Context: an optimization exercise on an open-source flow, tuned for small area, a short achievable clock period and few clock cycles. The choices shown serve that exercise and are no tape-out recipe. Where RTL was checked, it was by simulation tests only, not by an equivalence proof against the original.

## DCT
module DCT(
	input                     clk,
	input                     rst_n,
	input                     in_valid,
	input  signed       [7:0] in_data,
	output logic              out_valid,
	output logic signed [9:0] out_data
);
==> flow/config.mk <==
export PLATFORM = sky130hd
export DESIGN_NAME = DCT
export DESIGN_NICKNAME = DCT
export VERILOG_FILES = /design/flow/design.v
export SDC_FILE = /design/flow/constraint.sdc
export NUM_CORES = 4
export LEC_CHECK = 0
export CAP_MARGIN = 20
export CORE_MARGIN = 2
export CORE_UTILIZATION = 60
export CTS_BUF_LIST = sky130_fd_sc_hd__clkbuf_8
export CTS_CLUSTER_DIAMETER = 60
export CTS_CLUSTER_SIZE = 20
export SLEW_MARGIN = 20
==> flow/constraint.sdc <==
create_clock -name core_clock -period 10.5 [get_ports {clk}]
set_input_delay 2.1000 -clock core_clock [delete_from_list [all_inputs] [get_ports {clk}]]
set_output_delay 2.1000 -clock core_clock [all_outputs]
set_load 0.01 [all_outputs]
standard.sh (not shown) runs the stock make flow with config.mk's settings and CLKGATE_MAP_FILE= SYNTH_SCRIPT=/design/flow/synth_recipe.tcl, a recipe that flattens the netlist after the stock synthesis.
==> flow/flow/run.sh <==
#!/bin/bash
# Layout: the standard flow (standard.sh, all steps), except that the
# buffers ORFS puts on the input and output ports are buf_2 cells
# (buffer_ports -buffer_cell), and timing repair aims for 7.4 ns of setup slack.
# make's full output goes to flow.log here; each step's own log is under orfs/logs/.
set -euo pipefail
export BUFFER_PORTS_ARGS="-buffer_cell sky130_fd_sc_hd__buf_2"
export SETUP_SLACK_MARGIN=7.4
bash standard.sh > flow.log 2>&1
Testbench counts at the start, summed over its fixed seeds: cycles 8,704.
Change:
- CTS_BUF_LIST: sky130_fd_sc_hd__clkbuf_8 -> unset
- CTS_CLUSTER_DIAMETER: 60 -> 120
- CTS_CLUSTER_SIZE: 20 -> 35
Result: The changed run finished with timing, DRC and antenna clean. First-iteration DRC count increases by 16%. Register-to-register slack gains 30 ps. Via count shrinks by 0.52%. Routed wire length went down by 0.58%. Global-route usage shrinks by 0.14 points. Cell area is lower by 0.87%. Synthesized area does not change. Count of clock-buffer cells in the layout shrinks by 10.
Change:
- CTS_CLUSTER_DIAMETER: 120 -> 100
- CTS_CLUSTER_SIZE: 35 -> 30
Outcome: Critical path depth stays the same. Utilization rose by 0.16 points. Non-clock buffer count rises by 1. Via count stays flat. Final area hardly moves.

DCT, a different RTL version from the one above (not shown whole).
Size in the first run: about 1,400 cells after synthesis, about 330 flip-flops, about 22 I/O pins, about 16,000 µm² of cells after synthesis.
==> flow/config.mk <==
export PLATFORM = sky130hd
export DESIGN_NAME = DCT
export DESIGN_NICKNAME = DCT
export VERILOG_FILES = /design/flow/design.v
export SDC_FILE = /design/flow/constraint.sdc
export NUM_CORES = 4
export LEC_CHECK = 0
export CAP_MARGIN = 20
export CORE_MARGIN = 2
export CORE_UTILIZATION = 60
export CTS_CLUSTER_DIAMETER = 100
export CTS_CLUSTER_SIZE = 30
export SLEW_MARGIN = 20
==> flow/constraint.sdc <==
create_clock -name core_clock -period 10.5 [get_ports {clk}]
set_input_delay 2.1000 -clock core_clock [delete_from_list [all_inputs] [get_ports {clk}]]
set_output_delay 2.1000 -clock core_clock [all_outputs]
set_load 0.01 [all_outputs]
==> flow/flow/run.sh <==
#!/bin/bash
# Layout: the standard flow (standard.sh, all steps), except that the
# buffers ORFS puts on the input and output ports are buf_2 cells
# (buffer_ports -buffer_cell) instead of its default choice.
# make's full output goes to flow.log here; each step's own log is under orfs/logs/.
set -euo pipefail
export BUFFER_PORTS_ARGS="-buffer_cell sky130_fd_sc_hd__buf_2"
bash standard.sh > flow.log 2>&1
Testbench counts at the start, summed over its fixed seeds: cycles 8,704.
Change:
==> flow/flow/run.sh (replaced) <==
#!/bin/bash
# Layout: the standard flow (standard.sh, all steps), except that the
# buffers ORFS puts on the input and output ports are buf_2 cells
# (buffer_ports -buffer_cell), and timing repair aims for 7.45 ns of setup slack.
# make's full output goes to flow.log here; each step's own log is under orfs/logs/.
set -euo pipefail
export BUFFER_PORTS_ARGS="-buffer_cell sky130_fd_sc_hd__buf_2"
export SETUP_SLACK_MARGIN=7.45
bash standard.sh > flow.log 2>&1
Settings changed: CORE_UTILIZATION 60 to 70.
Effect: Final cell count came out lower by 2.6%. Hold slack is worse by 0.012 ns. Routed wire length goes up by 1.9%. Maximum frequency goes up by 2.9%. Final area grows by 0.46%. Die area decreases by 14%. Sequential share of layout area hardly moves. Non-clock buffer count went up by 11. First-iteration DRC count is higher by 5.0%.
Change:
==> flow/flow/run.sh (replaced) <==
#!/bin/bash
# Layout: the standard flow (standard.sh, all steps), except that the
# buffers ORFS puts on the input and output ports are buf_2 cells
# (buffer_ports -buffer_cell), and timing repair aims for 7.4 ns of setup slack.
# make's full output goes to flow.log here; each step's own log is under orfs/logs/.
set -euo pipefail
export BUFFER_PORTS_ARGS="-buffer_cell sky130_fd_sc_hd__buf_2"
export SETUP_SLACK_MARGIN=7.4
bash standard.sh > flow.log 2>&1
Settings changed: ABC_AREA set to 1, CORE_UTILIZATION 70 to 60.
Result: The changed run finished with timing, DRC and antenna clean. Global-route usage drops by 2.4 points. Final area climbs by 1.7%. Hold slack barely changes.
Change:
Settings changed: ABC_AREA 1 to not set.
The changed run completed without violations.
Routed wire length goes down by a few percent.
Sequential share of layout area goes up by 0.78 points.
Design area goes down slightly.
Setup slack gets worse by 0.015 ns.
Core utilization goes down by 0.43 points.
Final cell count goes down by roughly a tenth.
First-iteration DRC count goes down by about a fifth.

Another version of the RTL of DCT (not shown whole).
For scale: ~1300 cells after synthesis, ~22 I/O pins.
export LEC_CHECK = 0
export CAP_MARGIN = 20
export CORE_MARGIN = 2
export CORE_UTILIZATION = 60
export CTS_BUF_LIST = sky130_fd_sc_hd__clkbuf_8 sky130_fd_sc_hd__clkbuf_16
export CTS_CLUSTER_DIAMETER = 80
export CTS_CLUSTER_SIZE = 25
export SLEW_MARGIN = 20
create_clock -name core_clock -period 10.5 [get_ports {clk}]
==> flow/flow/run.sh <==
#!/bin/bash
# Layout: the standard flow (standard.sh, all steps), except that the
# buffers ORFS puts on the input and output ports are buf_2 cells
# (buffer_ports -buffer_cell), and timing repair aims for 7.4 ns of setup slack.
# make's full output goes to flow.log here; each step's own log is under orfs/logs/.
set -euo pipefail
export BUFFER_PORTS_ARGS="-buffer_cell sky130_fd_sc_hd__buf_2"
export SETUP_SLACK_MARGIN=7.4
bash standard.sh > flow.log 2>&1
Testbench counts at the start, summed over its fixed seeds: cycles 8,704.
Change:
--- a/flow/config.mk
+++ b/flow/config.mk
@@ -9,6 +9,5 @@
 export CORE_MARGIN = 2
 export CORE_UTILIZATION = 60
-export CTS_BUF_LIST = sky130_fd_sc_hd__clkbuf_8 sky130_fd_sc_hd__clkbuf_16
-export CTS_CLUSTER_DIAMETER = 80
-export CTS_CLUSTER_SIZE = 25
+export CTS_CLUSTER_DIAMETER = 100
+export CTS_CLUSTER_SIZE = 30
 export SLEW_MARGIN = 20
Effect:
- design area went down slightly
- cell count decreases slightly
- wire length went down slightly
- critical path depth is unchanged
- fmax goes up slightly
- global-route usage went down by 0.17 points
- die area stays the same

the baseline:
Another version of the RTL of DCT (not shown whole).
For scale: roughly 1400 cells after synthesis, ~330 flip-flops, ~16000 µm² of cells after synthesis.
// DCT
module DCT(
	input                     clk,
	input                     rst_n,
	input                     in_valid,
	input  signed       [7:0] in_data,
	output logic              out_valid,
	output logic signed [9:0] out_data
);
function [35:0] csa;
	input [17:0] a, b, c;
	reg [17:0] s, k;
	begin
		s = a ^ b ^ c;
		k = (a & b) | (a & c) | (b & c);
		csa = {k[16:0], 1'b0, s};
	end
endfunction
function [17:0] padd;
	input [17:0] a, b;
	input        cin;
	reg [17:0] p, g, gg, pp, c;
	integer d, i;
	begin
		p = a ^ b;
		g = a & b;
		g[0] = g[0] | (p[0] & cin);
		gg = g;
		pp = p;
		for (d = 1; d < 18; d = d * 2)
			for (i = 17; i >= d; i = i - 1) begin
				gg[i] = gg[i] | (pp[i] & gg[i-d]);
				pp[i] = pp[i] & pp[i-d];
			end
		c = {gg[16:0], cin};
		padd = p ^ c;
	end
endfunction
function [17:0] padds;
	input [17:0] a, b;
	input        cin;
	reg [17:0] p, g, gg, pp, c;
	integer l, i, m;
	begin
		p = a ^ b;
		g = a & b;
		g[0] = g[0] | (p[0] & cin);
		gg = g;
		pp = p;
		for (l = 0; l < 5; l = l + 1)
			for (i = 0; i < 18; i = i + 1)
				if ((i >> l) & 1) begin
					m = ((i >> l) << l) - 1;
					gg[i] = gg[i] | (pp[i] & gg[m]);
					pp[i] = pp[i] & pp[m];
				end
		c = {gg[16:0], cin};
		padds = p ^ c;
	end
endfunction
  ...
==> flow/config.mk <==
export PLATFORM = sky130hd
export DESIGN_NAME = DCT
export DESIGN_NICKNAME = DCT
export VERILOG_FILES = /design/flow/design.v
export SDC_FILE = /design/flow/constraint.sdc
export NUM_CORES = 4
export LEC_CHECK = 0
export CAP_MARGIN = 20
export CORE_MARGIN = 2
export CORE_UTILIZATION = 60
export CTS_CLUSTER_DIAMETER = 100
export CTS_CLUSTER_SIZE = 30
export SLEW_MARGIN = 20
==> flow/constraint.sdc <==
create_clock -name core_clock -period 10.5 [get_ports {clk}]
set_input_delay 2.1000 -clock core_clock [delete_from_list [all_inputs] [get_ports {clk}]]
set_output_delay 2.1000 -clock core_clock [all_outputs]
set_load 0.01 [all_outputs]
Scripts as last shown in full above: flow/flow/run.sh
Testbench counts of the baseline, summed over its fixed seeds: cycles 8,704.
diff inputs: the baseline => the candidate
==> flow/flow/run.sh <==
#!/bin/bash
# Layout: the standard flow (standard.sh, all steps), except that the
# buffers ORFS puts on the input and output ports are buf_2 cells
# (buffer_ports -buffer_cell) instead of its default choice.
# make's full output goes to flow.log here; each step's own log is under orfs/logs/.
set -euo pipefail
export BUFFER_PORTS_ARGS="-buffer_cell sky130_fd_sc_hd__buf_2"
bash standard.sh > flow.log 2>&1
### Flow results
Comparing fraction of area in multi-input gates for the baseline and the candidate, the smaller number came from the baseline.
From the candidate to the baseline, net count after synthesis did not move at all.
register to register as the type of the setup path with the least slack was reported by the candidate, and register to primary output by the baseline.
Against the baseline, the candidate comes in about 0.47% lower on average wire length per cell after detail routing.
Diff the baseline -> the candidate: final setup slack of the worst path saw a decrease.
Total global-route track usage delta (the candidate -> the baseline): insignificant
When the candidate is measured against the baseline, its growth of design area from synthesis to finish turns out 1.4 points lower.
Sort the baseline and the candidate by area share of buffers outside the clock network asc -> top: the candidate

## old
Another version of the RTL of DCT (not shown whole).
Size in the first run: roughly 22 I/O pins, ~0.016 mm² of cells after synthesis.
// DCT
module DCT(
	input                     clk,
	input                     rst_n,
	input                     in_valid,
	input  signed       [7:0] in_data,
	output logic              out_valid,
	output logic signed [9:0] out_data
);
function [35:0] csa;
	input [17:0] a, b, c;
	reg [17:0] s, k;
	begin
		s = a ^ b ^ c;
		k = (a & b) | (a & c) | (b & c);
		csa = {k[16:0], 1'b0, s};
	end
endfunction
function [17:0] padd;
	input [17:0] a, b;
	input        cin;
	reg [17:0] p, g, gg, pp, c;
	integer l, i, m;
	begin
		p = a ^ b;
		g = a & b;
		g[0] = g[0] | (p[0] & cin);
		gg = g;
		pp = p;
		for (l = 0; l < 5; l = l + 1)
			for (i = 0; i < 18; i = i + 1)
				if ((i >> l) & 1) begin
					m = ((i >> l) << l) - 1;
					gg[i] = gg[i] | (pp[i] & gg[m]);
					pp[i] = pp[i] & pp[m];
				end
		c = {gg[16:0], cin};
		padd = p ^ c;
	end
endfunction
logic [5:0] cnt;
always_ff @(posedge clk or negedge rst_n) begin
	if (!rst_n)
		cnt <= 6'd0;
	else if (cnt == 6'd0)
		cnt <= in_valid ? 6'd1 : 6'd0;
	else if (cnt == 6'd35)
		cnt <= 6'd0;
	else
		cnt <= cnt + 6'd1;
end
always_ff @(posedge clk or negedge rst_n) begin
	if (!rst_n)
		out_valid <= 1'b0;
	else
		out_valid <= (cnt >= 6'd20) && (cnt <= 6'd35);
end
logic [5:0] cm12;
logic [1:0] trow;      
logic       t1odd, s_pa, s_pbd, s_pba, s_qab, s_qad, s_qbc, t_add;
logic       rot, m2_ld, bank_ld, y2_ld, m_rot, kf;
logic [1:0] osel;      
assign cm12 = cnt - 6'd12;
assign trow = cm12[3:2];
always_ff @(posedge clk) begin
	t1odd   <= trow[0];
	s_pa    <= (trow == 2'd2);
	s_pbd   <= (trow == 2'd0);
	s_pba   <= (trow == 2'd2);
	s_qab   <= (trow == 2'd0);
	s_qad   <= (trow == 2'd1);
	s_qbc   <= (trow == 2'd0) || (trow == 2'd1);
	t_add   <= (trow == 2'd0);
	rot     <= (cnt >= 6'd15) && (cnt <= 6'd27);
	m2_ld   <= (cnt == 6'd17) || (cnt == 6'd21) || (cnt == 6'd25) || (cnt == 6'd29);
  ...
clock: 10.5 ns
lec_check: 0
cap_margin: 20
core_margin: 2
core_utilization: 40
cts_cluster_diameter: 70
cts_cluster_size: 20
slew_margin: 20
run.sh (not shown) runs the stock make flow with config.mk's settings and CLKGATE_MAP_FILE= SYNTH_SCRIPT=/design/flow/synth_recipe.tcl, a recipe that flattens the netlist after the stock synthesis.
Stock flow here: none of the scripts above is used.
Both conditions hold for old: the flow ran to the end and the final layout passed the timing, design-rule and antenna checks.
Changes in new relative to old:
Settings: changing CTS_CLUSTER_DIAMETER from 70 to 100; changing CTS_CLUSTER_SIZE from 20 to 30.
Results
Comparing new against old, there is no change at all in synthesized area. Where relative max-transition margin is concerned, old is outperformed by new. Between new and old, the difference in distinct cell type count after synthesis is negligible. The standard cells in new occupy less silicon area than those in old do. Looking at ratio of cells with drive above 1 in the final layout, new sits 1.0 points below old.
No functional check of the RTL was part of any run of this note.

[afterwards: timing with drivers on the ports]
No port has a modelled driver above. Below, the same layouts with a new extraction and two added sets of constraints.
Step 1 sets driving cells, clkbuf_16 on the clock port and buf_2 on the other inputs (assumed; they add their load-dependent delay and slew).
Step 2, shift: input delay + t, output delay - t, t = (earliest + latest rising clock arrival at the registers) / 2. This alone moves slack from input paths to output paths.
a / b / c = no drivers / after step 1 / after step 2; a / b = the first two.
run | t (ns) | slack for setup (ns) | cell pins on the clock port's net
the first run of note 1 | 0.603 | 7.345 / 7.301 / 7.508 | 1
the second run of note 1 | 0.543 | 7.390 / 7.343 / 7.537 | 1
the third run of note 1 | 0.546 | 7.404 / 7.355 / 7.544 | 1
the first run of note 2 | 0.560 | 7.296 / 7.296 / 7.296 | 1
the second run of note 2 | 0.547 | 7.386 / 7.342 / 7.544 | 1
the third run of note 2 | 0.553 | 7.391 / 7.343 / 7.513 | 1
the fourth run of note 2 | 0.562 | 7.375 / 7.327 / 7.534 | 1
the first run of note 3 | 0.554 | 7.389 / 7.341 / 7.529 | 1
the second run of note 3 | 0.538 | 7.406 / 7.357 / 7.532 | 1
the baseline | 0.551 | 7.395 / 7.345 / 7.437 | 1
the candidate | 0.550 | 7.216 / 7.216 / 7.216 | 1
old | 0.576 | 6.975 / 6.924 / 7.049 | 1
new | 0.548 | 6.987 / 6.936 / 7.022 | 1
After both steps every run listed still meets setup and hold.
